This design comes from an exercise in tuning for small area on the open sky130 flow, not from production work.
At most, simulation tests tie the RTL to the original design; equivalence was not proved.
No functional check of the RTL was part of runs 4 and 5.
The clock port is modelled as an ideal driver; clocking choices that lean on that would not hold on a real chip.
Power is estimated from default activity; no workload was simulated.

<file path="design/flow/config.mk">
export PLATFORM = sky130hd
export DESIGN_NAME = microcontroller
export DESIGN_NICKNAME = microcontroller
export VERILOG_FILES = /design/flow/design.v
export SDC_FILE = /design/flow/constraint.sdc
export NUM_CORES = 4
export LEC_CHECK = 0
export ABC_AREA = 1
export CAP_MARGIN = 20
export CORE_MARGIN = 2
export CORE_UTILIZATION = 55
export SLEW_MARGIN = 20
</file>
<file path="design/flow/constraint.sdc">
create_clock -name core_clock -period 7.0 [get_ports {clk}]
set_input_delay 1.4000 -clock core_clock [delete_from_list [all_inputs] [get_ports {clk}]]
set_output_delay 1.4000 -clock core_clock [all_outputs]
set_load 0.01 [all_outputs]
</file>
<file path="design/flow/design.v">
module microcontroller #(parameter M = 3,
                         parameter N = 16)
                        (input  [15:0]  din,
                         input          clk, rst,
                         output         rw,
                         output [N-1:0] addr,
                         output [N-1:0] dout);
    localparam EX = 3'd0, A3 = 3'd1, L2 = 3'd2, S2 = 3'd3,
               S3 = 3'd4, S4 = 3'd5, CLR = 3'd6;
    reg [2:0]   ph;              
    reg [2:0]   st;              
    reg [111:0] rf;              
    reg [15:0]  r7, mar;
    reg [2:0]   sa, sb;          
    reg         fz, fn, fo;      
    reg         nz;              
    reg         cf;              
    wire [3:0] op = din[15:12];
    wire [2:0] rd = din[11:9];
    wire [2:0] ra = din[8:6];
    wire [2:0] rb = din[5:3];
    wire ex    = (st == EX);
    wire isbin = ~op[3] & (op[2:0] <= 3'd4);
    wire ismn  = (op == 4'd5) | (op == 4'd6);
    wire isnop = (op == 4'd7) | (op == 4'd11);
    wire isldi = (op == 4'd10);
    wire isbr  = (op[3:2] == 2'b11);
    wire isld  = (op == 4'd8);
    wire isst  = (op == 4'd9);
    wire ld7   = isld & (rd == 3'd7);    
    wire last  = (ph == 3'd7);
    wire s34   = (st == S3) | (st == S4);
    wire taken = (op[1:0] == 2'b11) | (op[1:0] == 2'b00 & fz) |
                 (op[1:0] == 2'b01 & fn) | (op[1:0] == 2'b10 & fo);
    localparam Y_ZERO = 3'd0, Y_ONE = 3'd1, Y_Z = 3'd2, Y_NZ = 3'd3,
               Y_OFF = 3'd4, Y_ONES = 3'd5;
    localparam F_ADD = 2'd0, F_AND = 2'd1, F_OR = 2'd2, F_XOR = 2'd3;
    localparam W_RES = 2'd0, W_DIN = 2'd1, W_R7 = 2'd2;
    wire [2:0] xs  = ex ? ra : s34 ? sb : sa;
    wire [2:0] dst = ex ? (isst ? ra : rd) : xs;
    reg       x7;
    reg [2:0] ysel;
    reg [1:0] fn_sel;
    reg       cin0;      
    reg       we7;       
    reg       wen;       
    reg [1:0] wsel;
    reg       fset, fzero, fdin, osel;
    reg [2:0] nst;
    always @(*) begin
        x7 = 1'b0; ysel = Y_ZERO; fn_sel = F_ADD; cin0 = 1'b0;
        we7 = 1'b0; wen = 1'b0; wsel = W_RES;
        fset = 1'b0; fzero = 1'b0; fdin = 1'b0; osel = 1'b0; nst = EX;
        case (st)
        EX: begin
            if (isbin) begin
                wen = 1'b1; fset = 1'b1; nst = A3;
                case (op[2:0])
                3'd0: begin ysel = Y_Z; osel = 1'b1; end
                3'd1: begin ysel = Y_NZ; cin0 = 1'b1; osel = 1'b1; end
                3'd2: begin ysel = Y_Z; fn_sel = F_AND; end
                3'd3: begin ysel = Y_Z; fn_sel = F_OR; end
                default: begin ysel = Y_Z; fn_sel = F_XOR; end
                endcase
            end else if (ismn | ld7) begin
                ysel = (op == 4'd5) ? Y_ONES : Y_ZERO; fn_sel = F_XOR;
                wen = ismn; fset = 1'b1; nst = A3;
            end else if (isld | isst) begin
                we7 = 1'b1; wen = 1'b1; wsel = W_R7; fset = isld;
                nst = isld ? L2 : S2;
            end else if (isbr) begin
                x7 = 1'b1; ysel = taken ? Y_OFF : Y_ONE; we7 = 1'b1;
                fset = taken; osel = 1'b1;
            end else begin           
                x7 = 1'b1; ysel = Y_ONE; we7 = 1'b1; fset = 1'b1;
                fzero = isnop; fdin = isldi; wen = isldi; wsel = W_DIN;
            end
        end
        A3: begin
            x7 = 1'b1; ysel = Y_ONE; we7 = 1'b1;
        end
        L2: begin
            ysel = Y_ONE; we7 = 1'b1; wen = 1'b1; wsel = W_DIN;
        end
        S2: begin
            we7 = 1'b1; wen = 1'b1; wsel = W_R7; nst = S3;
        end
        S3: begin
            we7 = 1'b1; wen = 1'b1; wsel = W_R7; fset = 1'b1; nst = S4;
        end
        S4: begin
            ysel = Y_ONE; we7 = 1'b1; wen = 1'b1; wsel = W_R7;
        end
        default: begin               
            fn_sel = F_AND; we7 = 1'b1; wen = 1'b1;
        end
        endcase
    end
    function [1:0] tail(input [2:0] i, input [111:0] f, input [1:0] r);
        case (i)
        3'd0: tail = f[1:0];
        3'd1: tail = f[17:16];
        3'd2: tail = f[33:32];
        3'd3: tail = f[49:48];
        3'd4: tail = f[65:64];
        3'd5: tail = f[81:80];
        3'd6: tail = f[97:96];
        default: tail = r;
        endcase
    endfunction
    wire [1:0] xv = x7 ? r7[1:0] : tail(xs, rf, r7[1:0]);
    wire [1:0] zv = tail(rb, rf, r7[1:0]);
    wire [1:0] draw = din[{ph, 1'b0} +: 2];
    wire       sxl  = ex & isldi & ph[2];
    wire       sxb  = ex & isbr & (ph[2:1] == 2'b11);
    wire [1:0] dv   = sxl ? {2{din[8]}} : sxb ? {2{din[11]}} : draw;
    reg [1:0] yv;
    always @(*) begin
        case (ysel)
        Y_ONE:  yv = {1'b0, (ph == 3'd0)};
        Y_Z:    yv = zv;
        Y_NZ:   yv = ~zv;
        Y_OFF:  yv = dv;
        Y_ONES: yv = 2'b11;
        default: yv = 2'b00;
        endcase
    end
    wire       c0 = (ph == 3'd0) ? cin0 : cf;
    wire       s0 = xv[0] ^ yv[0] ^ c0;
    wire       c1 = (xv[0] & yv[0]) | (xv[0] & c0) | (yv[0] & c0);
    wire       s1 = xv[1] ^ yv[1] ^ c1;
    wire       c2 = (xv[1] & yv[1]) | (xv[1] & c1) | (yv[1] & c1);
    wire       ovf = c1 ^ c2;
    reg [1:0] res;
    always @(*) begin
        case (fn_sel)
        F_AND: res = xv & yv;
        F_OR:  res = xv | yv;
        F_XOR: res = xv ^ yv;
        default: res = {s1, s0};
        endcase
    end
    wire [1:0] wd   = (wsel == W_DIN) ? dv : (wsel == W_R7) ? r7[1:0] : res;
    wire [1:0] fd   = fzero ? 2'b00 : fdin ? dv : res;
    wire       clr  = (st == CLR);
    wire [1:0] r7in = we7 ? res : r7[1:0];
    wire       mar_ld = last & (st != S2) & (st != S3);
    assign addr = mar_ld ? {r7in, r7[15:2]} : mar;
    assign dout = r7;
    assign rw   = (st == S4) & (ph == 3'd0);
    integer k;
    always @(posedge clk) begin
        for (k = 0; k < 7; k = k + 1)
            rf[16*k +: 16] <= {(clr | (wen & (dst == k))) ? wd : rf[16*k +: 2],
                               rf[16*k+2 +: 14]};
        r7 <= {r7in, r7[15:2]};
        mar <= addr;
        cf <= c2;
        nz <= ((ph != 3'd0) & nz) | (|fd);
        if (ex) begin
            sa <= dst;
            sb <= rb;
        end
        if (rst) begin
            ph <= 3'd0;
            st <= CLR;
            fz <= 1'b0; fn <= 1'b0; fo <= 1'b0;
        end else begin
            ph <= ph + 3'd1;
            if (last) begin
                st <= nst;
                if (fset) begin
                    fz <= ~(nz | (|fd));
                    fn <= fd[1];
                    fo <= osel & ovf;
                end
            end
        end
    end
endmodule
</file>
<file path="design/flow/flow/run.sh">
#!/bin/bash
# Standard ORFS layout, except:
#  - synthesis restructures the logic with ABC's &deepsyn and maps it with
#    amap, for area (flow/abc_area.script), and leaves adders to ABC (no
#    full-adder extraction).  It runs the standard flow's own synthesis script
#    (synth_recipe.tcl) on copies of ORFS's scripts folder that differ only
#    in abc_area.script; it does so for three &deepsyn seeds in parallel and
#    keeps the synthesis with the smallest cell area,
#  - ports are buffered with buf_1,
#  - the clock tree is built from clkbuf_2 without dummy loads, and
#    flow/post_cts.tcl sizes each leaf clock buffer for a clock edge of at
#    most 120 ps.
# Each tool run's output goes to its own log file here.
set -euo pipefail
seeds="1 2 3"
for s in $seeds; do
  rm -rf "scr_$s" "orfs_$s"
  cp -r "$FLOW_HOME/scripts" "scr_$s"
  sed "s/SEED/$s/" flow/abc_area.script > "scr_$s/abc_area.script"
  sed "s#WORK_HOME=[^ ]*#WORK_HOME=$PWD/orfs_$s#" standard.sh > "standard_$s.sh"
  bash "standard_$s.sh" synth "SCRIPTS_DIR=$PWD/scr_$s" "ADDER_MAP_FILE=" \
    > "synth_make_$s.log" 2>&1 &
done
wait
best=""; best_area=""
for s in $seeds; do
  a=$(awk '/Chip area/ {print $NF}' "orfs_$s/reports/sky130hd/microcontroller/base/synth_stat.txt")
  echo "seed $s: synthesis cell area $a" >> synth_pick.log
  if [[ -z "$best" ]] || awk -v a="$a" -v b="$best_area" 'BEGIN {exit !(a < b)}'; then
    best=$s; best_area=$a
  fi
done
echo "kept seed $best" >> synth_pick.log
rm -rf orfs
cp -a "orfs_$best" orfs
bash standard.sh finish \
  "BUFFER_PORTS_ARGS=-buffer_cell sky130_fd_sc_hd__buf_1" \
  "CTS_ARGS=-sink_clustering_enable -repair_clock_nets -dont_use_dummy_load -buf_list sky130_fd_sc_hd__clkbuf_2" \
  "POST_CTS_TCL=$PWD/flow/post_cts.tcl" \
  > flow_make.log 2>&1
</file>
<file path="design/flow/flow/abc_area.script">
strash
&get -n
&deepsyn -T 30 -S SEED
&put
amap
topo
</file>
<file path="design/flow/flow/post_cts.tcl">
# Size each leaf clock buffer to the smallest clkbuf whose sinks see a
# clock edge of at most 120 ps (placement parasitics), then legalize the
# placement again.
set lim 0.120
set sizes {sky130_fd_sc_hd__clkbuf_2 sky130_fd_sc_hd__clkbuf_4
           sky130_fd_sc_hd__clkbuf_8 sky130_fd_sc_hd__clkbuf_16}
proc worst_sink_slew {b} {
  set w 0
  set net [get_nets -of_objects [get_pins [get_name $b]/X]]
  foreach p [get_pins -of_objects $net] {
    if {[get_property $p direction] != "input"} continue
    foreach pr {slew_max_rise slew_max_fall} {
      catch { set s [get_property $p $pr]; if {$s > $w} {set w $s} }
    }
  }
  return $w
}
proc size_leaf {b sizes lim start} {
  set i $start
  foreach sz [lrange $sizes $start end] {
    replace_cell $b $sz
    estimate_parasitics -placement
    if {[worst_sink_slew $b] <= $lim} break
    incr i
  }
  return $i
}
estimate_parasitics -placement
foreach b [get_cells clkbuf_*] {
  if {[get_name $b] == "clkbuf_0_clk"} continue
  size_leaf $b $sizes $lim 0
}
# upsizing leaves loads the root: check again
for {set pass 0} {$pass < 3} {incr pass} {
  set fixed 0
  foreach b [get_cells clkbuf_*] {
    if {[get_name $b] == "clkbuf_0_clk"} continue
    if {[worst_sink_slew $b] > $lim} {
      set cur [lsearch $sizes [get_property $b ref_name]]
      if {$cur < [expr [llength $sizes] - 1]} { size_leaf $b $sizes $lim [expr $cur + 1]; incr fixed }
    }
  }
  if {$fixed == 0} break
}
foreach b [get_cells clkbuf_*] {
  puts "post_cts: [get_name $b] [get_property $b ref_name] sink slew [worst_sink_slew $b]"
}
detailed_placement
check_placement -verbose
estimate_parasitics -placement
</file>
<file path="design/flow/standard.sh">
#!/bin/bash
# synth_recipe.tcl (not shown) runs the flow's synth.tcl, then flattens the netlist and writes it again
# the make line also repeats each setting of config.mk as NAME=value (left out here)
make -C /OpenROAD-flow-scripts/flow DESIGN_CONFIG=/design/flow/config.mk WORK_HOME=/design/flow/orfs CLKGATE_MAP_FILE= SYNTH_SCRIPT=/design/flow/synth_recipe.tcl "${@:-finish}"
</file>
==> flow_metrics.env, run 1 <==
export IMPL_swShare=0.217
export IMPL_worst_slack_ns=0.769
export IMPL_gp_congestion=1.04
export IMPL_cp_max_fo=10
export IMPL_hold_path_startpoint="rf[6]"
export IMPL_netlist_area_leader_share=0.660
export IMPL_post_place_ws_ns=1.17
export IMPL_p_int_mw=1.09
export IMPL_start_util=0.569
export IMPL_drt_iter0_drc=281
export IMPL_pin_count=51
export IMPL_post_route_period_util=0.890
export IMPL_synth_most_common_cell="dfxtp_1"
export IMPL_register_area_um2=3280
export IMPL_synth_top_flop_cell="dfxtp_1"
export IMPL_insertion_delay_ns=0.64
export IMPL_slew_headroom=0.557
export IMPL_grtUsageTotal=0.232
export IMPL_reg2reg_depth=19
export IMPL_ir_drop_mv=0.238
export IMPL_first_pass_iters=6
export IMPL_final_setup_tns_ns=0
export IMPL_grt_pass1_vias=3206
export IMPL_nNetsFinal=521
export IMPL_antenna_cells=0
export IMPL_p_leak_nw=1.94
export IMPL_fp_dieW_um=96.4
export IMPL_overflow=0
export IMPL_via_per_inst=5.58
export IMPL_antenna_found_initial=0
export IMPL_synth_edf_count=6
export IMPL_routedWlPerCell_um=16.6
export IMPL_critPathLaunchType="flop"
export IMPL_rsz0062_at_grt="false"
export IMPL_ys_top_cells_by_count="dfxtp_1, clkinv_1, nor2_1"
export IMPL_end_kind="primary output"
export IMPL_die_area_um2=9300
export IMPL_fmax_mhz=160
export IMPL_coreArea_um2=8260
export IMPL_synth_cells=430
export IMPL_syn2layout_area_growth_pct=10.6
export IMPL_holdPathEnd="rf[4]"
export IMPL_p_clk_frac=0.282
export IMPL_nFillCells=685
export IMPL_power_density_nw_per_um2=267
export IMPL_yosysTopAreaCell="dfxtp_1"
export IMPL_drc=0
export IMPL_timing_final_crit_period_ns=6.23
export IMPL_grt_pass1_wl_mm=16.0
export IMPL_reg2reg_to="rf[78]"
export IMPL_num_vias=3381
export IMPL_synth_seq_area_share=0.699
export IMPL_finalClockSkew_ns=0.0406
export IMPL_status="no timing/DRC/antenna violations"
export IMPL_port_buffers=50
export IMPL_cp_arrival_ns=4.83
export IMPL_hold_viol_final=0
export IMPL_hold_depth=0
export IMPL_cts_tree="yes"
export IMPL_cp_required_ns=5.60
export IMPL_hold_path_class="reg -> reg"
export IMPL_synth_nets=448
export IMPL_setup_viol=0
export IMPL_clkSlewWorstSetupHoldPaths_ns=0.10
export IMPL_detail_route_antenna_nets=0
export IMPL_yosys_top_cells_area="dfxtp_1, clkinv_1, edfxtp_1"
export IMPL_ys_seq_elements=161
export IMPL_r2r_slack_ns=2.27
export IMPL_yosysWarningCount=1
export IMPL_max_cap_viol_count=0
export IMPL_finalWirelength_mm=10.0
export IMPL_regToRegStartpoint="st[0]"
export IMPL_slew_viol_final=0
export IMPL_drive_gt1_frac=0.0439
export IMPL_worst_pin_slew_ns=0.659
export IMPL_async_flop_share=0
export IMPL_avgSynthCellArea_um2=10.9
export IMPL_dp_hpwl_mm=7.35
export IMPL_ys_types=30
export IMPL_p_sw_mw=0.301
export IMPL_cts_sinks=161
export IMPL_grt_max_degree=19
export IMPL_pwr_share_comb=0.036
export IMPL_row_count=33
export IMPL_netlist_area_um2=4700
export IMPL_crit_type="reg -> out"
export IMPL_multiInputGateArea_um2=1210
export IMPL_die_h_um=96.4
export IMPL_seqPwrFrac=0.681
## metal layers
| layer | global-route usage | routed length [um] |
|---|---|---|
| met5 | 0 | 0 |
| met4 | 0.0704 | 107 |
| met3 | 0.0690 | 642 |
| met2 | 0.378 | 4630 |
| met1 | 0.301 | 4650 |
## power groups by stage
stage          Clock [mW]  Sequential (mW)  Combinational [mW]
2_1_floorplan           0            0.964              0.0295
5_1_grt             0.443            0.947              0.0558
3_5_place_dp            0            0.966              0.0488
6_report            0.391            0.944              0.0503
3_3_place_gp            0            0.965              0.0483
## state kept, by name (all words and copies together), names as in the netlist
register and count:
rf 112, mar 16, r7 16, ph 3, sa 3, sb 3
st 3, cf 1, fn 1, fo 1, fz 1, nz 1
## stage by stage
step | cells | area (um2) | util | total power [mW] | hold WS [ns]
2_1_floorplan | 430 | 4700 | - | 0.993 | 0.310
3_3_place_gp | 588 | 5040 | 0.610 | 1.01 | 0.310
3_5_place_dp | 588 | 5040 | 0.610 | 1.01 | 0.312
5_1_grt | 606 | 5200 | 0.629 | 1.45 | 0.309
6_report | 606 | 5200 | 0.629 | 1.39 | 0.311
## layout by cell type (no fill, tap or decap), drive strengths merged, types with 15 or more instances in the layout
| cell type | netlist | routed |
|---|---|---|
| buf | 0 | 53 |
| dfxtp | 155 | 155 |
| nor2 | 38 | 38 |
| o22ai | 15 | 15 |
| a22o | 15 | 15 |
| clkbuf | 0 | 18 |
| nand2 | 31 | 31 |
| a21oi | 16 | 16 |
| o21ai | 34 | 34 |
| clkinv | 54 | 54 |
## worst max-delay path by stage
stage	start	to	slack, ns
after global routing	st[0]	addr[14]	0.07
after global placement	din[7]	addr[15]	1.15
after detailed placement	din[14]	addr[14]	1.17
final	st[0]	addr[14]	0.77
after floorplan	din[8]	addr[15]	1.67
## layout make-up
class,instances,share of cell area
Sequential cell,161,0.632
Clock buffer,17,0.0289
Timing Repair Buffer,54,0.0414
Inverter,54,0.0390
Tap cell,105,0.0253
Multi-Input combinational cell,215,0.234
## critical path, stage by stage, from the launching register on
cell and delay [ns]:
dfxtp_1 0.50, clkinv_1 0.22, nand2_1 0.17, nor2_2 0.13
clkinv_1 0.16, o22ai_1 0.10, a21oi_1 0.45, clkinv_1 0.32
o31ai_1 0.45, clkinv_1 0.15, o22ai_1 0.20, nor2_1 0.11
nor2_1 0.21, clkinv_1 0.10, a21oi_1 0.18, a21oi_1 0.08
o22ai_1 0.31, o21ai_0 0.20, buf_1 0.17
## cell families after synthesis
group,Yosys count,share of synthesized area
AND/OR/NAND/NOR,87,0.0764
AO/OA/AOI/OAI,128,0.182
flip-flops,161,0.699
buffers and inverters,54,0.0431
==> run 2, diff against run 1 <==
--- a/design/flow/flow/run.sh
+++ b/design/flow/flow/run.sh
@@ -4,7 +4,7 @@
 #    amap, for area (flow/abc_area.script), and leaves adders to ABC (no
 #    full-adder extraction).  It runs the standard flow's own synthesis script
 #    (synth_recipe.tcl) on copies of ORFS's scripts folder that differ only
-#    in abc_area.script; it does so for three &deepsyn seeds in parallel and
+#    in abc_area.script; it does so for four &deepsyn seeds in parallel and
 #    keeps the synthesis with the smallest cell area,
 #  - ports are buffered with buf_1,
 #  - the clock tree is built from clkbuf_2 without dummy loads, and
@@ -12,7 +12,7 @@
 #    most 120 ps.
 # Each tool run's output goes to its own log file here.
 set -euo pipefail
-seeds="1 2 3"
+seeds="1 2 3 4"
 for s in $seeds; do
   rm -rf "scr_$s" "orfs_$s"
   cp -r "$FLOW_HOME/scripts" "scr_$s"
==> design/flow/flow/abc_area.script (replaced) <==
strash
&get -n
&deepsyn -J 100 -S SEED
&put
amap
topo
--- a/design/flow/config.mk
+++ b/design/flow/config.mk
@@ -8,5 +8,6 @@
 export ABC_AREA = 1
 export CAP_MARGIN = 20
 export CORE_MARGIN = 2
-export CORE_UTILIZATION = 55
+export CORE_UTILIZATION = 40
+export GPL_TIMING_DRIVEN = 0
 export SLEW_MARGIN = 20
==> run 2 against run 1 <==
Non-clock buffer count shrank 2. First-iteration DRC count down 8.9%. Sequential cell count is the same. Routed wire length fell by 3.0%. Critical path type unchanged.
==> flow_metrics.env, run 2 <==
export IMPL_grt_max_degree=19
export IMPL_pwr_share_comb=0.037
export IMPL_regToRegStartpoint="st[0]"
export IMPL_grt_pass1_vias=3090
export IMPL_async_flop_share=0
export IMPL_p_clk_frac=0.273
export IMPL_p_leak_nw=1.93
export IMPL_synth_cells=430
export IMPL_p_int_mw=1.08
export IMPL_yosysWarningCount=1
export IMPL_cp_startpoint="st[0]"
export IMPL_dp_hpwl_mm=7.19
export IMPL_post_place_ws_ns=0.622
export IMPL_r2r_slack_ns=1.88
export IMPL_path_cells="clkinv_1 > nand2_1 > nor2_1 > clkinv_1 > o22ai_1 > a21oi_1 > clkinv_1 > nand2_1 > o22ai_1 > nor3_1 > nor2_1 > a31oi_1 > o22ai_1 > nand2_1 > o21ai_0 > o21ai_0 > o32a_1 > o22ai_1 > a22o_1 > buf_1"
export IMPL_avgSynthCellArea_um2=10.9
export IMPL_end_kind="primary output"
export IMPL_pin_count=51
export IMPL_holdPathEnd="rf[12]"
export IMPL_crit_type="reg -> out"
export IMPL_detail_route_antenna_nets=0
export IMPL_nFillCells=1122
export IMPL_slew_viol_final=0
export IMPL_netlist_area_um2=4700
export IMPL_rsz0062_at_grt="false"
export IMPL_cts_sinks=161
export IMPL_synth_seq_area_share=0.699
export IMPL_drt_iter0_drc=256
export IMPL_worst_slack_ns=0.627
export IMPL_syn2layout_area_growth_pct=11.2
export IMPL_synth_most_common_cell="dfxtp_1"
export IMPL_reg2reg_depth=19
export IMPL_p_sw_mw=0.288
export IMPL_gp_congestion=0.909
export IMPL_cp_required_ns=5.60
export IMPL_register_area_um2=3280
export IMPL_first_pass_iters=5
export IMPL_hold_path_class="reg -> reg"
export IMPL_via_per_inst=5.17
export IMPL_ys_types=30
export IMPL_timing_final_crit_period_ns=6.37
export IMPL_grtUsageTotal=0.160
export IMPL_ys_seq_elements=161
export IMPL_slew_headroom=0.270
export IMPL_drc=0
export IMPL_reg_top3="rf x112, mar x16, r7 x16"
export IMPL_largest_reg_flops=112
export IMPL_num_vias=3321
export IMPL_dpl_cell_area_um2=5070
export IMPL_nNetsFinal=519
export IMPL_total_power_mw=1.37
export IMPL_antenna_cells=0
export IMPL_fin_area_um2=5230
export IMPL_netlist_area_leader_share=0.660
export IMPL_fp_dieW_um=112
export IMPL_regMostFlops="rf"
export IMPL_cts_tree="yes"
export IMPL_cp_arrival_ns=4.97
export IMPL_final_setup_tns_ns=0
export IMPL_hold_depth=0
export IMPL_swShare=0.211
export IMPL_setup_viol=0
export IMPL_hold_viol_final=0
export IMPL_synth_nets=448
export IMPL_finalWirelength_mm=9.73
export IMPL_worst_pin_slew_ns=1.10
export IMPL_reg2reg_to="rf[78]"
export IMPL_critPathLaunchType="flop"
export IMPL_antenna_found_initial=0
export IMPL_yosys_top_cells_area="dfxtp_1, clkinv_1, edfxtp_1"
export IMPL_synth_edf_count=6
export IMPL_die_area_um2=12600
export IMPL_die_h_um=112
export IMPL_row_count=39
export IMPL_power_density_nw_per_um2=262
export IMPL_insertion_delay_ns=0.67
export IMPL_post_route_period_util=0.910
export IMPL_port_buffers=50
export IMPL_ir_drop_mv=0.159
export IMPL_start_util=0.411
export IMPL_multiInputGateArea_um2=1220
export IMPL_max_cap_viol_count=0
export IMPL_crit_top_cell="o22ai_1"
export IMPL_clkSlewWorstSetupHoldPaths_ns=0.11
export IMPL_final_common_cell="dfxtp_1"
export IMPL_synth_top_flop_cell="dfxtp_1"
export IMPL_grt_pass1_wl_mm=15.5
export IMPL_hold_path_startpoint="rf[14]"
export IMPL_overflow=0
export IMPL_slowest_stage="nor2_1"
export IMPL_routedWlPerCell_um=15.2
export IMPL_ys_top_cells_by_count="dfxtp_1, clkinv_1, nor2_1"
export IMPL_finalClockSkew_ns=0.0316
export IMPL_layout_common_cells="dfxtp_1, clkinv_1, buf_1"
export IMPL_worst_path_largest_cell_delay_ns=0.62
export IMPL_drive_gt1_frac=0.0401
export IMPL_seqPwrFrac=0.691
export IMPL_coreArea_um2=11400
export IMPL_status="no timing/DRC/antenna violations"
export IMPL_fmax_mhz=157
export IMPL_yosysTopAreaCell="dfxtp_1"
export IMPL_cp_max_fo=10
==> run 2: cell types whose count changed in the layout (fill, tap and decap cells not counted), sizes merged <==
cell    delta
clkbuf     +1
buf        -3
==> run 2: metrics by stage <==
stage          instances  hold slack [ns]  utilization
3_3_place_gp         623            0.310        0.444
5_1_grt              642            0.320        0.458
2_1_floorplan        430            0.310            -
6_report             642            0.310        0.458
3_5_place_dp         623            0.312        0.444
==> run 2: worst max path at each step <==
stage                     endpoint  slack [ns]  cells past startpoint
after detailed placement  addr[15]        0.62                     17
after global placement    addr[15]        0.76                     17
final                     addr[15]        0.63                     20
after global routing      addr[15]        0.08                     18
after floorplan           addr[15]        1.67                     14
==> run 2: logic make-up (layout without fill, tap and decap cells) <==
kind of cell,Yosys count,in the layout,share of synthesized area
buf+inv,54,123,0.0431
compound gates,128,128,0.182
flops,161,161,0.699
simple gates,87,87,0.0764
==> run 2: worst max-delay path: cells and delay by family (launching register included) <==
kind	cells	cell delay, ns
AO/OA/AOI/OAI	10	1.81
AND/OR/NAND/NOR	6	1.17
buffers and inverters	4	0.95
flip-flops	1	0.39
==> run 2: layer usage <==
layer | track usage | wire [um]
met5 | 0 | 0
met4 | 0.0610 | 154
met3 | 0.0567 | 537
met2 | 0.229 | 4270
met1 | 0.222 | 4770
==> run 2: power by group through the flow <==
stage | logic, mW | clock network, mW | registers [mW]
floorplan | 0.0295 | 0 | 0.964
global placement | 0.0486 | 0 | 0.965
detailed placement | 0.0488 | 0 | 0.966
global route | 0.0552 | 0.431 | 0.947
finish | 0.0502 | 0.372 | 0.944
==> run 2: area by class of cell <==
cell class	instances	area share
clock buffers	17	0.0275
inverters	54	0.0388
multi-input cells	215	0.233
flip-flops and latches	161	0.628
well taps	143	0.0342
repair buffers	52	0.0378
==> run 3, diff against run 2 <==
--- a/design/flow/config.mk
+++ b/design/flow/config.mk
@@ -9,5 +9,4 @@
 export CAP_MARGIN = 20
 export CORE_MARGIN = 2
 export CORE_UTILIZATION = 40
-export GPL_TIMING_DRIVEN = 0
 export SLEW_MARGIN = 20
==> run 3 against run 2 <==
Design area is 0.17% higher. Global-route usage rose by 0.51 points. Hold slack worse by 0.025 ns. Utilization is 0.077 points higher. Synthesized area unchanged. Via count rose by 1.6%. Die area is the same. Cell count increased by 0.47%. Non-clock buffer count grew 2. Fmax is 0.17% higher. Sequential power about the same. Routed wire length increased by 2.1%. Critical path type unchanged. Largest cell class unchanged.
==> flow_metrics.env, run 3 <==
export IMPL_post_route_period_util=0.909
export IMPL_cts_tree="yes"
export IMPL_fin_hold_ws_ns=0.284
export IMPL_die_h_um=112
export IMPL_power_density_nw_per_um2=262
export IMPL_end_kind="primary output"
export IMPL_synth_top_flop_cell="dfxtp_1"
export IMPL_yosys_top_cells_area="dfxtp_1, clkinv_1, edfxtp_1"
export IMPL_crit_type="reg -> out"
export IMPL_ys_types=30
export IMPL_regMostFlops="rf"
export IMPL_grt_max_degree=19
export IMPL_drt_iter0_drc=280
export IMPL_rsz0062_at_grt="false"
export IMPL_cp_max_fo=10
export IMPL_clkSlewWorstSetupHoldPaths_ns=0.11
export IMPL_reg2reg_depth=20
export IMPL_grt_pass1_wl_mm=15.8
export IMPL_ys_top_cells_by_count="dfxtp_1, clkinv_1, nor2_1"
export IMPL_worst_pin_slew_ns=0.779
export IMPL_drive_gt1_frac=0.0419
export IMPL_layout_common_cells="dfxtp_1, clkinv_1, buf_1"
export IMPL_async_flop_share=0
export IMPL_hold_path_class="reg -> reg"
export IMPL_netlist_area_leader_share=0.660
export IMPL_overflow=0
export IMPL_detail_route_antenna_nets=0
export IMPL_synth_most_common_cell="dfxtp_1"
export IMPL_yosysWarningCount=1
export IMPL_slew_viol_final=0
export IMPL_synth_cells=430
export IMPL_holdPathEnd="rf[11]"
export IMPL_gp_congestion=0.943
export IMPL_netlist_area_um2=4700
export IMPL_nFillCells=1089
export IMPL_die_area_um2=12600
export IMPL_port_buffers=50
export IMPL_status="no timing/DRC/antenna violations"
export IMPL_finalWirelength_mm=9.93
export IMPL_cp_required_ns=5.60
export IMPL_coreArea_um2=11400
export IMPL_avgSynthCellArea_um2=10.9
export IMPL_p_leak_nw=1.93
export IMPL_cts_sinks=161
export IMPL_syn2layout_area_growth_pct=11.4
export IMPL_grtUsageTotal=0.165
export IMPL_first_pass_iters=10
export IMPL_drc=0
export IMPL_dpl_cell_area_um2=5080
export IMPL_reg2reg_to="rf[79]"
export IMPL_fmax_mhz=157
export IMPL_cp_arrival_ns=4.96
export IMPL_synth_seq_area_share=0.699
export IMPL_yosysTopAreaCell="dfxtp_1"
export IMPL_hold_depth=0
export IMPL_routedWlPerCell_um=15.4
export IMPL_critPathLaunchType="flop"
export IMPL_r2r_slack_ns=2.05
export IMPL_ir_drop_mv=0.222
export IMPL_nNetsFinal=521
export IMPL_via_per_inst=5.23
export IMPL_synth_nets=448
export IMPL_insertion_delay_ns=0.69
export IMPL_num_vias=3374
export IMPL_ys_seq_elements=161
export IMPL_hold_viol_final=0
export IMPL_final_setup_tns_ns=0
export IMPL_reg_top3="rf x112, mar x16, r7 x16"
export IMPL_regToRegStartpoint="st[0]"
export IMPL_fp_dieW_um=112
export IMPL_grt_pass1_vias=3203
export IMPL_pin_count=51
export IMPL_start_util=0.411
export IMPL_dp_hpwl_mm=7.33
export IMPL_fin_area_um2=5230
export IMPL_hold_path_startpoint="rf[13]"
export IMPL_timing_final_crit_period_ns=6.36
export IMPL_setup_viol=0
export IMPL_synth_edf_count=6
export IMPL_row_count=39
export IMPL_max_cap_viol_count=0
export IMPL_finalClockSkew_ns=0.0576
export IMPL_slew_headroom=0.479
export IMPL_final_common_cell="dfxtp_1"
export IMPL_largest_reg_flops=112
export IMPL_antenna_found_initial=1
-- run 3: cell counts after synthesis --
No cell type changed its count.
-- run 3: logic make-up after synthesis --
kind of cell | count (synthesis) | share of synthesized area
simple gates | 87 | 0.0764
flops | 161 | 0.699
compound gates | 128 | 0.182
buf+inv | 54 | 0.0431
-- run 3: worst max path at each step --
stage | startpoint | endpoint | slack (ns) | depth (start not counted)
floorplan | din[8] | addr[15] | 1.67 | 14
global placement | din[7] | addr[15] | 1.18 | 15
detailed placement | din[14] | addr[15] | 1.06 | 18
global route | st[0] | addr[15] | 0.0007 | 21
finish | st[0] | addr[15] | 0.64 | 19
-- run 3: cell type report --
class / count / area [um2] / area share
flip-flops and latches: 161 / 3280 / 0.627
multi-input cells: 215 / 1210 / 0.232
repair buffers: 54 / 213 / 0.0406
inverters: 54 / 203 / 0.0387
well taps: 143 / 179 / 0.0342
clock buffers: 17 / 141 / 0.0270
diodes: 1 / 2.50 / 0.000478
-- run 3: power breakdown --
part	total [mW]	leakage, nW	internal, mW	switching [mW]
clock network	0.374	0.0851	0.123	0.252
logic	0.0504	0.544	0.0154	0.0350
registers	0.944	1.31	0.938	0.00593
-- run 3: worst max-delay path, stage by stage, from the launching register on --
cell,delay [ns]
dfxtp_1,0.38
clkinv_1,0.12
nand2_1,0.08
nor2_1,0.60
clkinv_1,0.44
nor2_1,0.40
o21ai_0,0.26
clkinv_1,0.10
o21ai_0,0.08
a31oi_1,0.22
o22ai_1,0.10
a21oi_1,0.20
nor2_1,0.11
nor2_1,0.21
nor2_1,0.10
o21a_1,0.18
o32a_1,0.19
o22ai_1,0.19
a22o_1,0.17
buf_1,0.15
-- run 3: metrics by stage --
stage | utilization | total power [mW] | worst slack [ns] | std cells
floorplan | - | 0.993 | 1.67 | 430
global placement | 0.445 | 1.01 | 1.18 | 625
detailed placement | 0.445 | 1.01 | 1.06 | 625
global route | 0.458 | 1.44 | 0.000721 | 645
finish | 0.458 | 1.37 | 0.638 | 645
-- run 3: layer usage --
metal | vias to the layer above | GRT usage | wire length [um]
met4 | 0 | 0.0789 | 272
met3 | 28 | 0.0680 | 700
met1 | 1556 | 0.220 | 4700
met2 | 126 | 0.231 | 4260
li1 | 1664 | - | -
met5 | - | 0 | 0
==> run 4, diff against run 3 <==
--- a/design/flow/design.v
+++ b/design/flow/design.v
@@ -98,13 +98,13 @@
     end
     function [1:0] tail(input [2:0] i, input [111:0] f, input [1:0] r);
         case (i)
-        3'd0: tail = f[1:0];
-        3'd1: tail = f[17:16];
-        3'd2: tail = f[33:32];
-        3'd3: tail = f[49:48];
-        3'd4: tail = f[65:64];
-        3'd5: tail = f[81:80];
-        3'd6: tail = f[97:96];
+        3'd0: tail = ~f[1:0];
+        3'd1: tail = ~f[17:16];
+        3'd2: tail = ~f[33:32];
+        3'd3: tail = ~f[49:48];
+        3'd4: tail = ~f[65:64];
+        3'd5: tail = ~f[81:80];
+        3'd6: tail = ~f[97:96];
         default: tail = r;
         endcase
     endfunction
@@ -151,7 +151,7 @@
     integer k;
     always @(posedge clk) begin
         for (k = 0; k < 7; k = k + 1)
-            rf[16*k +: 16] <= {(clr | (wen & (dst == k))) ? wd : rf[16*k +: 2],
+            rf[16*k +: 16] <= {(clr | (wen & (dst == k))) ? ~wd : rf[16*k +: 2],
                                rf[16*k+2 +: 14]};
         r7 <= {r7in, r7[15:2]};
         mar <= addr;
==> run 4 against run 3 <==
Cell count decreased by 0.93%. Sequential cell count unchanged. Synthesized cell count decreased by 1.6%. Design area increased by 0.79%. Sequential power increased by 1%. Utilization increased by 0.16 points. Clock skew decreased by 0.026 ns. Die area increased by 0.23%. Critical path depth unchanged. Routed wire length increased by 1.4%. Global-route usage increased by 0.082 points. Combinational power increased by 17%.
==> flow_metrics.env, run 4 <==
export IMPL_grt_pass1_wl_mm=16.3
export IMPL_ys_top_cells_by_count="dfxtp_1, clkinv_1, nor2_1"
export IMPL_nFillCells=1096
export IMPL_start_util=0.411
export IMPL_fp_dieW_um=113
export IMPL_post_place_ws_ns=0.738
export IMPL_slew_headroom=0.365
export IMPL_largest_reg_flops=112
export IMPL_dpl_cell_count=621
export IMPL_slew_viol_final=0
export IMPL_clkSlewWorstSetupHoldPaths_ns=0.10
export IMPL_synth_seq_area_share=0.697
export IMPL_gp_congestion=0.954
export IMPL_insertion_delay_ns=0.66
export IMPL_register_area_um2=3280
export IMPL_p_leak_nw=1.97
export IMPL_end_kind="primary output"
export IMPL_synth_top_flop_cell="dfxtp_1"
export IMPL_layout_common_cells="dfxtp_1, clkinv_1, buf_1"
export IMPL_cp_required_ns=5.60
export IMPL_regToRegStartpoint="st[2]"
export IMPL_crit_end="addr[15]"
export IMPL_die_h_um=113
export IMPL_async_flop_share=0
export IMPL_regMostFlops="rf"
export IMPL_nNetsFinal=516
export IMPL_timing_final_crit_period_ns=6.42
export IMPL_setup_viol=0
export IMPL_detail_route_antenna_nets=0
export IMPL_reg_top3="rf x112, mar x16, r7 x16"
export IMPL_yosysWarningCount=1
export IMPL_multiInputGateArea_um2=1240
export IMPL_synth_cells=423
export IMPL_r2r_slack_ns=2.31
export IMPL_cp_arrival_ns=5.02
export IMPL_antenna_cells=0
export IMPL_fmax_mhz=156
export IMPL_reg2reg_depth=17
export IMPL_antenna_found_initial=0
export IMPL_overflow=0
export IMPL_drive_gt1_frac=0.0484
export IMPL_grtUsageTotal=0.166
export IMPL_max_cap_viol_count=0
export IMPL_pin_count=51
export IMPL_yosysTopAreaCell="dfxtp_1"
export IMPL_synth_edf_count=6
export IMPL_drc=0
export IMPL_rsz0062_at_grt="false"
export IMPL_final_util=0.460
export IMPL_status="no timing/DRC/antenna violations"
export IMPL_worst_slack_ns=0.579
export IMPL_crit_type="in -> out"
export IMPL_netlist_area_leader_share=0.659
export IMPL_cts_tree="yes"
export IMPL_ys_seq_elements=161
export IMPL_cp_max_fo=6
export IMPL_synth_nets=441
export IMPL_netlist_area_um2=4710
export IMPL_reg2reg_to="rf[110]"
export IMPL_hold_path_class="reg -> reg"
export IMPL_critPathLaunchType="primary input"
export IMPL_synth_most_common_cell="dfxtp_1"
export IMPL_via_per_inst=5.19
export IMPL_finalWirelength_mm=10.1
export IMPL_grt_max_degree=19
export IMPL_ir_drop_mv=0.216
export IMPL_power_density_nw_per_um2=266
export IMPL_cp_startpoint="din[12]"
export IMPL_cts_sinks=161
export IMPL_first_pass_iters=5
export IMPL_die_area_um2=12700
export IMPL_avgSynthCellArea_um2=11.1
export IMPL_ys_types=32
export IMPL_final_common_cell="dfxtp_1"
export IMPL_finalClockSkew_ns=0.0314
export IMPL_worst_pin_slew_ns=0.952
export IMPL_final_cells=639
export IMPL_port_buffers=50
export IMPL_dp_hpwl_mm=7.36
export IMPL_routedWlPerCell_um=15.8
export IMPL_row_count=39
export IMPL_syn2layout_area_growth_pct=12.0
export IMPL_final_setup_tns_ns=0
export IMPL_total_power_mw=1.40
export IMPL_yosys_top_cells_area="dfxtp_1, clkinv_1, edfxtp_1"
export IMPL_hold_viol_final=0
export IMPL_coreArea_um2=11500
export IMPL_grt_pass1_vias=3255
export IMPL_num_vias=3314
export IMPL_drt_iter0_drc=359
export IMPL_post_route_period_util=0.917
run 4: changes by cell type after synthesis, moves of 5 or more:
cell | previous run | this run
o211ai_1 | 5 | 0
a221oi_1 | 1 | 6
o22ai_1 | 15 | 10
o21ai_0 | 34 | 26
a222oi_1 | 6 | 11
a31oi_1 | 10 | 3
a22oi_1 | 14 | 4
run 4: layer usage:
layer,wire length (um),part of all wire,GRT usage
met1,4780,0.47,0.228
met5,0,0,0
met3,638,0.063,0.0470
met2,4470,0.44,0.245
met4,180,0.018,0.0715
run 4: critical path, cell delays in order:
cell and delay (ns):
buf_1 0.28, clkinv_1 0.22, nor2_1 0.22, nand2_1 0.09
nand3_1 0.11, nor2b_1 0.20, o311ai_0 0.23, a22oi_1 0.33
clkinv_1 0.10, o221ai_1 0.20, nand2_1 0.13, nand2_1 0.12
nand2_1 0.09, nand2_1 0.11, o21ai_0 0.12, a221oi_1 0.48
a22oi_1 0.20, a22o_1 0.27, buf_1 0.13
run 4: cell families (layout without fill, tap and decap cells):
kind of cell / count (synthesis) / after routing / synth area share
AOI/OAI and AO/OA: 117 / 117 / 0.179
buffers and inverters: 52 / 125 / 0.0414
DFF: 161 / 161 / 0.697
and+or+nand+nor: 93 / 93 / 0.0824
run 4: cell type report:
type / instances / area share
multi-input combinational: 210 / 0.235
timing repair buffer: 56 / 0.0436
sequential: 161 / 0.622
clock buffer: 17 / 0.0285
inverter: 52 / 0.0370
tap: 143 / 0.0339
run 4: metrics by stage:
stage                     hold WS (ns)  cell area, um2
after floorplan                  0.310            4710
after global placement           0.310            5120
after detailed placement         0.312            5120
after global routing             0.314            5280
final                            0.302            5280
run 4: power by group:
group          switching (mW)  internal [mW]  leakage [nW]
logic                  0.0396         0.0194         0.566
clock network           0.254          0.131        0.0881
registers             0.00941          0.947          1.31
total                   0.303           1.10          1.97
run 4: how the worst min path moves through the flow:
stage,from,end,slack [ns],cells past startpoint
6_report,rf[89],rf[87],0.30,0
5_1_grt,rf[62],rf[60],0.31,0
3_5_place_dp,rf[37],rf[35],0.31,0
3_3_place_gp,rf[101],rf[99],0.31,0
2_1_floorplan,rf[2],rf[0],0.31,0
==> run 5, diff against run 4 <==
==> design/flow/flow/run.sh (replaced) <==
#!/bin/bash
# Standard ORFS layout, except:
#  - synthesis restructures the logic with ABC's &deepsyn and maps it with
#    amap, for area, and leaves adders to ABC (no full-adder extraction).
#    It runs the standard flow's own synthesis script (synth_recipe.tcl) on copies of
#    ORFS's scripts folder that differ only in abc_area.script: eight runs,
#    four &deepsyn seeds times two scripts (flow/abc_area.script and
#    flow/abc_area_dch.script), and it keeps the one with the smallest
#    cell area,
#  - ports are buffered with buf_1,
#  - the clock tree is built from clkbuf_2 without dummy loads, and
#    flow/post_cts.tcl sizes each leaf clock buffer for a clock edge of at
#    most 120 ps.
# Each tool run's output goes to its own log file here.
set -euo pipefail
runs=""
for v in a b; do
  for s in 1 2 3 4; do
    r="$v$s"; runs="$runs $r"
    rm -rf "scr_$r" "orfs_$r"
    cp -r "$FLOW_HOME/scripts" "scr_$r"
    if [[ $v == a ]]; then src=flow/abc_area.script; else src=flow/abc_area_dch.script; fi
    sed "s/SEED/$s/" "$src" > "scr_$r/abc_area.script"
    sed "s#WORK_HOME=[^ ]*#WORK_HOME=$PWD/orfs_$r#" standard.sh > "standard_$r.sh"
    bash "standard_$r.sh" synth "SCRIPTS_DIR=$PWD/scr_$r" "ADDER_MAP_FILE=" \
      > "synth_make_$r.log" 2>&1 &
  done
done
wait
best=""; best_area=""
for r in $runs; do
  a=$(awk '/Chip area/ {print $NF}' "orfs_$r/reports/sky130hd/microcontroller/base/synth_stat.txt")
  echo "run $r: synthesis cell area $a" >> synth_pick.log
  if [[ -z "$best" ]] || awk -v a="$a" -v b="$best_area" 'BEGIN {exit !(a < b)}'; then
    best=$r; best_area=$a
  fi
done
echo "kept run $best" >> synth_pick.log
rm -rf orfs
cp -a "orfs_$best" orfs
bash standard.sh finish \
  "BUFFER_PORTS_ARGS=-buffer_cell sky130_fd_sc_hd__buf_1" \
  "CTS_ARGS=-sink_clustering_enable -repair_clock_nets -dont_use_dummy_load -buf_list sky130_fd_sc_hd__clkbuf_2" \
  "POST_CTS_TCL=$PWD/flow/post_cts.tcl" \
  > flow_make.log 2>&1
==> design/flow/flow/abc_area_dch.script (new file) <==
strash
&get -n
&deepsyn -J 100 -S SEED
&put
dch -f
amap
topo
==> run 5 against run 4 <==
Still clean. Register-to-register slack improved by 0.07 ns. Setup slack improved by 0.24 ns. Clock skew grew 0.0026 ns. Clock power increased by 1%. Utilization fell by 0.076 points. Global-route usage fell by 0.17 points. Critical endpoint unchanged.
==> flow_metrics.env, run 5 <==
export IMPL_worst_pin_slew_ns=1.01
export IMPL_reg_top3="rf x112, mar x16, r7 x16"
export IMPL_cts_sinks=161
export IMPL_largest_reg_flops=112
export IMPL_avgSynthCellArea_um2=10.8
export IMPL_wl_met3_um=606
export IMPL_synth_seq_area_share=0.697
export IMPL_dp_hpwl_mm=7.28
export IMPL_timing_final_crit_period_ns=6.18
export IMPL_p_int_mw=1.10
export IMPL_ys_seq_elements=161
export IMPL_top_layer="met4"
export IMPL_regToRegStartpoint="st[1]"
export IMPL_synth_most_common_cell="dfxtp_1"
export IMPL_final_util=0.459
export IMPL_post_route_period_util=0.882
export IMPL_fp_dieW_um=112
export IMPL_p_leak_nw=1.92
export IMPL_pin_count=51
export IMPL_grt_pass1_wl_mm=16.0
export IMPL_hold_path_class="reg -> reg"
export IMPL_routedWlPerCell_um=15.2
export IMPL_synth_cells=436
export IMPL_slew_viol_final=0
export IMPL_p_clk_frac=0.280
export IMPL_pwr_share_comb=0.042
export IMPL_synth_nets=454
export IMPL_fin_hold_ws_ns=0.299
export IMPL_cp_required_ns=5.60
export IMPL_cp_max_fo=7
export IMPL_layout_common_cells="dfxtp_1, nor2_1, buf_1"
export IMPL_synth_top_flop_cell="dfxtp_1"
export IMPL_port_buffers=50
export IMPL_dpl_cell_area_um2=5110
export IMPL_netlist_area_leader_share=0.659
export IMPL_antenna_cells=0
export IMPL_drt_iter0_drc=321
export IMPL_regMostFlops="rf"
export IMPL_fin_area_um2=5270
export IMPL_wl_met2_mm=4.35
export IMPL_max_cap_viol_count=0
export IMPL_num_vias=3338
export IMPL_detail_route_antenna_nets=0
export IMPL_start_util=0.411
export IMPL_finalClockSkew_ns=0.0340
export IMPL_synth_edf_count=6
export IMPL_first_pass_iters=5
export IMPL_reg2reg_to="rf[79]"
export IMPL_drive_gt1_frac=0.0434
export IMPL_drc=0
export IMPL_ir_drop_mv=0.162
export IMPL_p_sw_mw=0.297
export IMPL_cp_startpoint="din[13]"
export IMPL_cts_tree="yes"
export IMPL_seqPwrFrac=0.678
export IMPL_overflow=0
export IMPL_clkSlewWorstSetupHoldPaths_ns=0.10
export IMPL_gp_congestion=0.888
export IMPL_final_setup_tns_ns=0
export IMPL_critPathLaunchType="primary input"
export IMPL_power_density_nw_per_um2=265
export IMPL_yosys_top_cells_area="dfxtp_1, nor2_1, edfxtp_1"
export IMPL_fmax_mhz=162
export IMPL_syn2layout_area_growth_pct=11.9
export IMPL_status="no timing/DRC/antenna violations"
export IMPL_grt_pass1_vias=3271
export IMPL_yosysWarningCount=1
export IMPL_yosysTopAreaCell="dfxtp_1"
export IMPL_swShare=0.213
export IMPL_crit_type="in -> out"
export IMPL_setup_viol=0
export IMPL_nFillCells=1076
export IMPL_grt_max_degree=18
export IMPL_coreArea_um2=11500
export IMPL_rsz0062_at_grt="false"
export IMPL_final_common_cell="dfxtp_1"
export IMPL_reg2reg_depth=19
export IMPL_crit_end="addr[15]"
export IMPL_ys_top_cells_by_count="dfxtp_1, nor2_1, clkinv_1"
export IMPL_nNetsFinal=527
export IMPL_end_kind="primary output"
export IMPL_cp_arrival_ns=4.78
export IMPL_wl_met1_mm=4.79
export IMPL_ys_types=32
export IMPL_finalWirelength_mm=9.89
export IMPL_insertion_delay_ns=0.69
export IMPL_grtUsageTotal=0.164
export IMPL_async_flop_share=0
export IMPL_r2r_slack_ns=2.38
export IMPL_antenna_found_initial=0
export IMPL_hold_depth=0
export IMPL_slew_headroom=0.322
export IMPL_die_h_um=112
export IMPL_die_area_um2=12700
export IMPL_via_per_inst=5.14
export IMPL_netlist_area_um2=4710
export IMPL_row_count=39
export IMPL_hold_viol_final=0
-- run 5: cell count changes in the layout (fill, tap and decap cells not counted), moves of 4 or more --
cell | before | now
nor2_1 | 41 | 57
a31oi_1 | 2 | 7
clkinv_1 | 52 | 47
nand2_1 | 31 | 27
o22ai_1 | 10 | 18
o221ai_1 | 7 | 1
a222oi_1 | 11 | 4
a21oi_1 | 14 | 26
-- run 5: cells by family after synthesis --
kind of cell | Yosys count | share of synthesized area
buffers and inverters | 47 | 0.0375
AOI/OAI and AO/OA | 119 | 0.168
DFF | 161 | 0.697
and+or+nand+nor | 109 | 0.0970
-- run 5: stage by stage --
step	setup slack, ns	total power [mW]	cells
after floorplan	1.81	1.00	436
after global placement	1.01	1.02	633
after detailed placement	0.913	1.02	633
after global routing	0.432	1.46	650
final	0.824	1.39	650
-- run 5: power groups by stage --
stage	logic (mW)	clock network, mW	registers, mW
6_report	0.0588	0.390	0.945
5_1_grt	0.0650	0.448	0.947
3_5_place_dp	0.0582	0	0.967
3_3_place_gp	0.0581	0	0.966
2_1_floorplan	0.0361	0	0.965
-- run 5: layer usage --
layer,track usage,vias to the layer above
met5,0,-
met4,0.0821,0
met3,0.0562,13
met2,0.240,109
met1,0.216,1555
li1,-,1661
-- run 5: final cells by class --
| cell class | instances | area (um2) | share of cell area |
|---|---|---|---|
| sequential | 161 | 3280 | 0.623 |
| multi-input combinational | 228 | 1250 | 0.238 |
| timing repair buffer | 54 | 218 | 0.0413 |
| tap | 143 | 179 | 0.0340 |
| inverter | 47 | 176 | 0.0335 |
| clock buffer | 17 | 156 | 0.0297 |
-- run 5: worst max-delay path, cell delays in order --
cell	delay, ns
buf_1	0.24
clkinv_1	0.26
nor3_1	0.29
nor2_1	0.08
nor3_1	0.42
nor2_1	0.07
o21ai_0	0.17
clkinv_1	0.15
o211ai_1	0.11
o22ai_1	0.11
nor2_1	0.22
clkinv_1	0.11
o21ai_0	0.11
o21ai_0	0.16
nor2_1	0.15
o21ai_0	0.08
o21ai_0	0.13
o22ai_1	0.14
o22a_1	0.24
buf_1	0.14
-- run 5: how the worst min path moves through the flow --
stage / end / startpoint
3_5_place_dp: rf[52] / rf[54]
3_3_place_gp: rf[102] / rf[104]
2_1_floorplan: rf[0] / rf[2]
6_report: rf[68] / rf[70]
5_1_grt: rf[89] / rf[91]
==> run 6, diff against run 5 <==
--- a/design/flow/design.v
+++ b/design/flow/design.v
@@ -98,13 +98,13 @@
     end
     function [1:0] tail(input [2:0] i, input [111:0] f, input [1:0] r);
         case (i)
-        3'd0: tail = ~f[1:0];
-        3'd1: tail = ~f[17:16];
-        3'd2: tail = ~f[33:32];
-        3'd3: tail = ~f[49:48];
-        3'd4: tail = ~f[65:64];
-        3'd5: tail = ~f[81:80];
-        3'd6: tail = ~f[97:96];
+        3'd0: tail = f[1:0];
+        3'd1: tail = f[17:16];
+        3'd2: tail = f[33:32];
+        3'd3: tail = f[49:48];
+        3'd4: tail = f[65:64];
+        3'd5: tail = f[81:80];
+        3'd6: tail = f[97:96];
         default: tail = r;
         endcase
     endfunction
@@ -151,7 +151,7 @@
     integer k;
     always @(posedge clk) begin
         for (k = 0; k < 7; k = k + 1)
-            rf[16*k +: 16] <= {(clr | (wen & (dst == k))) ? ~wd : rf[16*k +: 2],
+            rf[16*k +: 16] <= {(clr | (wen & (dst == k))) ? wd : rf[16*k +: 2],
                                rf[16*k+2 +: 14]};
         r7 <= {r7in, r7[15:2]};
         mar <= addr;
--- a/design/flow/config.mk
+++ b/design/flow/config.mk
@@ -8,5 +8,5 @@
 export ABC_AREA = 1
 export CAP_MARGIN = 20
 export CORE_MARGIN = 2
-export CORE_UTILIZATION = 40
+export CORE_UTILIZATION = 55
 export SLEW_MARGIN = 20
==> run 6 against run 5 <==
Largest power group unchanged. Largest cell class unchanged. Still clean on timing, DRC and antenna. Critical path depth up 1. Global-route usage rose by 5.8 points. Via count hardly changed. Cell count shrank 6.3%. Sequential cell count is the same. Highest routed layer unchanged. Clock power shrank 1%. First-iteration DRC count is 43% lower. Fmax is 2.6% lower. Sequential share of layout area rose by 1.1 points.
==> flow_metrics.env, run 6 <==
export IMPL_syn2layout_area_growth_pct=10.7
export IMPL_ys_top_cells_by_count="dfxtp_1, nor2_1, clkinv_1"
export IMPL_coreArea_um2=8220
export IMPL_fp_dieW_um=96.1
export IMPL_fmax_mhz=158
export IMPL_async_flop_share=0
export IMPL_hold_path_startpoint="rf[37]"
export IMPL_seqPwrFrac=0.661
export IMPL_synth_top_flop_cell="dfxtp_1"
export IMPL_routedWlPerCell_um=15.9
export IMPL_overflow=0
export IMPL_rsz0062_at_grt="false"
export IMPL_reg2reg_to="rf[31]"
export IMPL_setup_viol=0
export IMPL_grt_max_degree=19
export IMPL_fin_area_um2=5170
export IMPL_insertion_delay_ns=0.64
export IMPL_synth_cells=433
export IMPL_drt_iter0_drc=184
export IMPL_yosys_top_cells_area="dfxtp_1, nor2_1, edfxtp_1"
export IMPL_pin_count=51
export IMPL_largest_reg_flops=112
export IMPL_row_count=33
export IMPL_post_place_ws_ns=1.07
export IMPL_synthXorXnorAreaFrac=0
export IMPL_start_util=0.568
export IMPL_ys_types=33
export IMPL_total_power_mw=1.48
export IMPL_via_per_inst=5.48
export IMPL_grtUsageTotal=0.222
export IMPL_num_vias=3337
export IMPL_netlist_area_um2=4670
export IMPL_ys_seq_elements=161
export IMPL_synthMuxAreaShare=0
export IMPL_power_density_nw_per_um2=285
export IMPL_end_kind="primary output"
export IMPL_ir_drop_mv=0.209
export IMPL_avgSynthCellArea_um2=10.8
export IMPL_port_buffers=50
export IMPL_r2r_slack_ns=1.72
export IMPL_p_leak_nw=2.00
export IMPL_critPathLaunchType="flop"
export IMPL_synth_most_common_cell="dfxtp_1"
export IMPL_netlist_area_leader_share=0.665
export IMPL_finalClockSkew_ns=0.0602
export IMPL_reg2reg_depth=23
export IMPL_post_route_period_util=0.906
export IMPL_cp_arrival_ns=4.94
export IMPL_antenna_cells=0
export IMPL_detail_route_antenna_nets=0
export IMPL_die_h_um=96.1
export IMPL_antenna_found_initial=1
export IMPL_synth_top_family_by_area="compound AO/OA/AOI/OAI gates"
export IMPL_first_pass_iters=8
export IMPL_yosys_area_share_simple=0.0978
export IMPL_dp_hpwl_mm=6.90
export IMPL_max_cap_viol_count=0
export IMPL_die_area_um2=9240
export IMPL_synth_nets=451
export IMPL_synth_seq_area_share=0.703
export IMPL_slew_headroom=0.298
export IMPL_final_common_cell="dfxtp_1"
export IMPL_p_sw_mw=0.337
export IMPL_cts_tree="yes"
export IMPL_synth_compound_area_frac=0.166
export IMPL_cp_required_ns=5.60
export IMPL_synth_fa_ha_area_frac=0
export IMPL_gp_congestion=0.900
export IMPL_grt_pass1_vias=3173
export IMPL_reg_top3="rf x112, mar x16, r7 x16"
export IMPL_regMostFlops="rf"
export IMPL_grt_pass1_wl_mm=15.1
export IMPL_drc=0
export IMPL_crit_type="reg -> out"
export IMPL_dpl_cell_area_um2=5010
export IMPL_timing_final_crit_period_ns=6.34
export IMPL_finalWirelength_mm=9.68
export IMPL_cp_max_fo=6
export IMPL_worst_pin_slew_ns=1.05
export IMPL_yosysTopAreaCell="dfxtp_1"
export IMPL_pwr_share_comb=0.077
export IMPL_worst_slack_ns=0.657
export IMPL_yosysWarningCount=1
export IMPL_nNetsFinal=524
export IMPL_clkSlewWorstSetupHoldPaths_ns=0.10
export IMPL_cp_startpoint="st[2]"
export IMPL_p_clk_frac=0.262
export IMPL_fin_hold_ws_ns=0.303
export IMPL_hold_viol_final=0
export IMPL_slew_viol_final=0
export IMPL_crit_end="addr[14]"
export IMPL_layout_common_cells="dfxtp_1, nor2_1, buf_1"
export IMPL_hold_path_class="reg -> reg"
export IMPL_regToRegStartpoint="st[2]"
export IMPL_swShare=0.228
export IMPL_cts_sinks=161
export IMPL_final_setup_tns_ns=0
export IMPL_synth_edf_count=6
export IMPL_nFillCells=681
export IMPL_status="no timing/DRC/antenna violations"
export IMPL_drive_gt1_frac=0.0437
export IMPL_p_int_mw=1.14
-- run 6: how the worst min path moves through the flow --
stage	end	slack, ns	cells after the start
2_1_floorplan	rf[0]	0.31	0
3_3_place_gp	rf[19]	0.31	0
3_5_place_dp	rf[93]	0.31	0
5_1_grt	rf[35]	0.31	0
6_report	rf[35]	0.30	0
-- run 6: worst max-delay path, stage by stage (launching register included) --
cell and delay (ns):
dfxtp_1 0.42, clkinv_1 0.16, nor2_1 0.26, clkinv_1 0.20, o21ai_0 0.24, clkinv_1 0.12, a222oi_1 0.34, buf_4 0.18
clkinv_1 0.13, nor2_1 0.25, a2111oi_0 0.14, o221ai_1 0.17, o21ai_0 0.16, nor2_1 0.17, clkinv_1 0.09, nand2_1 0.06
nand2_1 0.08, a21o_1 0.21, o21ai_0 0.37, a21oi_1 0.19, o22a_1 0.22, buf_1 0.13
-- run 6: cell families after synthesis --
logic type	after synthesis
AOI/OAI and AO/OA	120
and+or+nand+nor	111
DFF	161
buffers and inverters	41
-- run 6: per-layer routing --
layer	share of wire	global-route usage	wire length (um)	up-vias
met3	0.068	0.0752	663	24
met2	0.44	0.339	4280	134
met4	0.024	0.0952	229	0
met5	0	0	0	-
met1	0.47	0.286	4510	1545
li1	-	-	-	1634
-- run 6: layout make-up --
cell class                      instances  area [um2]  share of cell area
Tap cell                              105         131              0.0254
Inverter                               41         154              0.0298
Multi-Input combinational cell        231        1240               0.239
Sequential cell                       161        3280               0.635
Clock buffer                           17         148              0.0286
Timing Repair Buffer                   54         218              0.0421
-- run 6: metrics by stage --
stage,std cells,util
after floorplan,433,-
after global placement,590,0.610
after detailed placement,590,0.610
after global routing,609,0.629
final,609,0.629
-- run 6: power by group through the flow --
stage | Combinational, mW | Sequential (mW) | Clock [mW]
after floorplan | 0.0748 | 0.993 | 0
after global placement | 0.112 | 0.995 | 0
after detailed placement | 0.113 | 0.997 | 0
after global routing | 0.126 | 0.979 | 0.433
final | 0.114 | 0.975 | 0.386
==> run 7, diff against run 6 <==
--- a/design/flow/config.mk
+++ b/design/flow/config.mk
@@ -8,5 +8,5 @@
 export ABC_AREA = 1
 export CAP_MARGIN = 20
 export CORE_MARGIN = 2
-export CORE_UTILIZATION = 55
+export CORE_UTILIZATION = 40
 export SLEW_MARGIN = 20
==> run 7 against run 6 <==
First-iteration DRC count grew 51%. Setup slack got worse by 0.072 ns. Highest routed layer unchanged. Via count decreased by 0.21%. Sequential cell count is the same. Fmax down 1.1%. Non-clock buffer count is 2 lower. Critical path depth rose by 1. Critical path type unchanged.
==> flow_metrics.env, run 7 <==
export IMPL_synth_cells=433
export IMPL_reg_top3="rf x112, mar x16, r7 x16"
export IMPL_ys_types=33
export IMPL_hold_viol_final=0
export IMPL_max_cap_viol_count=0
export IMPL_p_int_mw=1.13
export IMPL_r2r_slack_ns=1.63
export IMPL_path_buf_inv=5
export IMPL_drive_gt1_frac=0.0418
export IMPL_syn2layout_area_growth_pct=11.3
export IMPL_ir_drop_mv=0.151
export IMPL_regMostFlops="rf"
export IMPL_reg2reg_to="rf[95]"
export IMPL_synth_seq_area_share=0.703
export IMPL_slowest_stage="dfxtp_1"
export IMPL_power_density_nw_per_um2=280
export IMPL_via_per_inst=5.16
export IMPL_yosysTopAreaCell="dfxtp_1"
export IMPL_die_area_um2=12600
export IMPL_nNetsFinal=522
export IMPL_antenna_found_initial=0
export IMPL_seqPwrFrac=0.670
export IMPL_pwr_share_comb=0.080
export IMPL_post_route_period_util=0.916
export IMPL_worst_path_largest_cell_delay_ns=0.36
export IMPL_port_buffers=50
export IMPL_grtUsageTotal=0.163
export IMPL_swShare=0.224
export IMPL_fin_hold_ws_ns=0.288
export IMPL_regToRegStartpoint="st[2]"
export IMPL_reg2reg_depth=22
export IMPL_cp_arrival_ns=5.01
export IMPL_synth_edf_count=6
export IMPL_die_h_um=112
export IMPL_ys_seq_elements=161
export IMPL_netlist_area_leader_share=0.665
export IMPL_path_cells="nor2_1 > clkinv_1 > nor2_2 > clkinv_1 > o22a_1 > o21ai_0 > clkinv_1 > nor2_1 > a2111oi_0 > o221ai_1 > o21ai_0 > nor2_1 > clkinv_1 > nand2_1 > nand2_1 > a21o_1 > a21oi_1 > a21oi_1 > a31oi_1 > o22ai_1 > o22a_1 > buf_1"
export IMPL_cts_sinks=161
export IMPL_hold_path_class="reg -> reg"
export IMPL_drc=0
export IMPL_fp_dieW_um=112
export IMPL_slew_headroom=0.297
export IMPL_yosysWarningCount=1
export IMPL_final_util=0.455
export IMPL_ys_top_cells_by_count="dfxtp_1, nor2_1, clkinv_1"
export IMPL_grt_pass1_wl_mm=15.6
export IMPL_hold_depth=0
export IMPL_first_pass_iters=5
export IMPL_crit_top_cell="clkinv_1"
export IMPL_start_util=0.409
export IMPL_end_kind="primary output"
export IMPL_fin_area_um2=5200
export IMPL_p_clk_frac=0.251
export IMPL_detail_route_antenna_nets=0
export IMPL_avgSynthCellArea_um2=10.8
export IMPL_dpl_cell_area_um2=5050
export IMPL_final_setup_tns_ns=0
export IMPL_routedWlPerCell_um=15.0
export IMPL_clkSlewWorstSetupHoldPaths_ns=0.11
export IMPL_pin_count=51
export IMPL_coreArea_um2=11400
export IMPL_layout_common_cells="dfxtp_1, nor2_1, buf_1"
export IMPL_crit_type="reg -> out"
export IMPL_rsz0062_at_grt="false"
export IMPL_status="no timing/DRC/antenna violations"
export IMPL_slew_viol_final=0
export IMPL_insertion_delay_ns=0.68
export IMPL_finalWirelength_mm=9.68
export IMPL_overflow=0
export IMPL_cp_required_ns=5.60
export IMPL_setup_viol=0
export IMPL_p_sw_mw=0.327
export IMPL_largest_reg_flops=112
export IMPL_timing_final_crit_period_ns=6.41
export IMPL_cp_max_fo=8
export IMPL_grt_max_degree=19
export IMPL_netlist_area_um2=4670
export IMPL_drt_iter0_drc=278
export IMPL_cts_tree="yes"
export IMPL_antenna_cells=0
export IMPL_crit_family="compound AO/OA/AOI/OAI gates"
export IMPL_synth_most_common_cell="dfxtp_1"
export IMPL_gp_congestion=0.954
export IMPL_worst_pin_slew_ns=1.05
export IMPL_num_vias=3330
export IMPL_synth_nets=451
export IMPL_async_flop_share=0
export IMPL_synth_top_flop_cell="dfxtp_1"
export IMPL_row_count=39
export IMPL_yosys_top_cells_area="dfxtp_1, nor2_1, edfxtp_1"
export IMPL_holdPathEnd="rf[100]"
export IMPL_grt_pass1_vias=3208
export IMPL_final_common_cell="dfxtp_1"
export IMPL_finalClockSkew_ns=0.0521
export IMPL_fmax_mhz=156
export IMPL_p_leak_nw=1.99
export IMPL_dp_hpwl_mm=7.09
export IMPL_hold_path_startpoint="rf[102]"
export IMPL_critPathLaunchType="flop"
==> run 7: cell types whose count changed in the layout (fill, tap and decap cells not counted), sizes merged <==
cell | before | now
buf | 54 | 52
==> run 7: how the worst max path moves through the flow <==
stage                     cells after the start  slack, ns     from  endpoint
final                                        22       0.59    st[2]  addr[15]
after global placement                       19       1.19  din[15]  addr[15]
after global routing                         22      0.002    st[2]  addr[15]
after floorplan                              16       1.79   din[7]  addr[15]
after detailed placement                     18       1.06   din[7]  addr[15]
==> run 7: power groups by stage <==
stage	sequential [mW]	combinational [mW]	clock, mW
after detailed placement	0.997	0.116	0
after floorplan	0.993	0.0748	0
after global routing	0.980	0.128	0.423
final	0.975	0.116	0.365
after global placement	0.995	0.114	0
==> run 7: metrics by stage <==
step                      power (mW)  setup slack [ns]  cells
final                           1.46             0.585    645
after floorplan                 1.07              1.79    433
after global placement          1.11              1.19    627
after detailed placement        1.11              1.06    627
after global routing            1.53           0.00167    645
==> run 7: cell families (layout without fill, tap and decap cells) <==
group	after synthesis	count (layout)	share of synthesized area
flops	161	161	0.703
compound gates	120	120	0.166
simple gates	111	111	0.0978
buf+inv	41	110	0.0330
==> run 7: final cells by class <==
type | instances | area [um2]
Timing Repair Buffer | 52 | 203
Tap cell | 143 | 179
Sequential cell | 161 | 3280
Inverter | 41 | 154
Multi-Input combinational cell | 231 | 1240
Fill cell | 1111 | 6220
Clock buffer | 17 | 139
==> run 7: worst register-to-register path, delay by kind of cell, from the launching register on <==
family | cells | cell delay [ns]
flops | 1 | 0.36
simple gates | 6 | 1.20
compound gates | 11 | 2.70
buf+inv | 5 | 0.96
==> run 7: layer usage <==
layer | vias up | part of all wire | routed length (um) | GRT usage
met3 | 23 | 0.066 | 635 | 0.0670
met5 | - | 0 | 0 | 0
met2 | 128 | 0.44 | 4280 | 0.241
li1 | 1641 | - | - | -
met4 | 0 | 0.023 | 220 | 0.0780
met1 | 1538 | 0.47 | 4540 | 0.209

[re-timing with driven ports]
No port has a modelled driver above. Below, the same layouts with a new extraction and two added sets of constraints.
Step 1 assumes that a clkbuf_16 drives the clock port and a buf_2 every other input.
Step 2, shift: input delay + t, output delay - t, t = (earliest + latest rising clock arrival at the registers) / 2. This alone moves slack from input paths to output paths.
Slacks: ideal / step 1 / step 2; pairs: ideal / step 1.
run	t (ns)	slack for setup (ns)	worst data-port slew with drivers (ns)
run 1	0.651	0.769 / 0.739 / 1.007	0.04
run 2	0.683	0.627 / 0.595 / 0.795	0.04
run 3	0.688	0.638 / 0.609 / 0.877	0.04
run 4	0.675	0.579 / 0.555 / 0.555	0.03
run 5	0.705	0.824 / 0.789 / 0.789	0.04
run 6	0.637	0.657 / 0.627 / 1.035	0.03
run 7	0.682	0.585 / 0.553 / 0.910	0.05
After both steps every run listed still meets setup and hold. For run 5, which loses most, drivers alone change the setup slack by -0.035 ns; drivers and shift together by -0.035 ns.
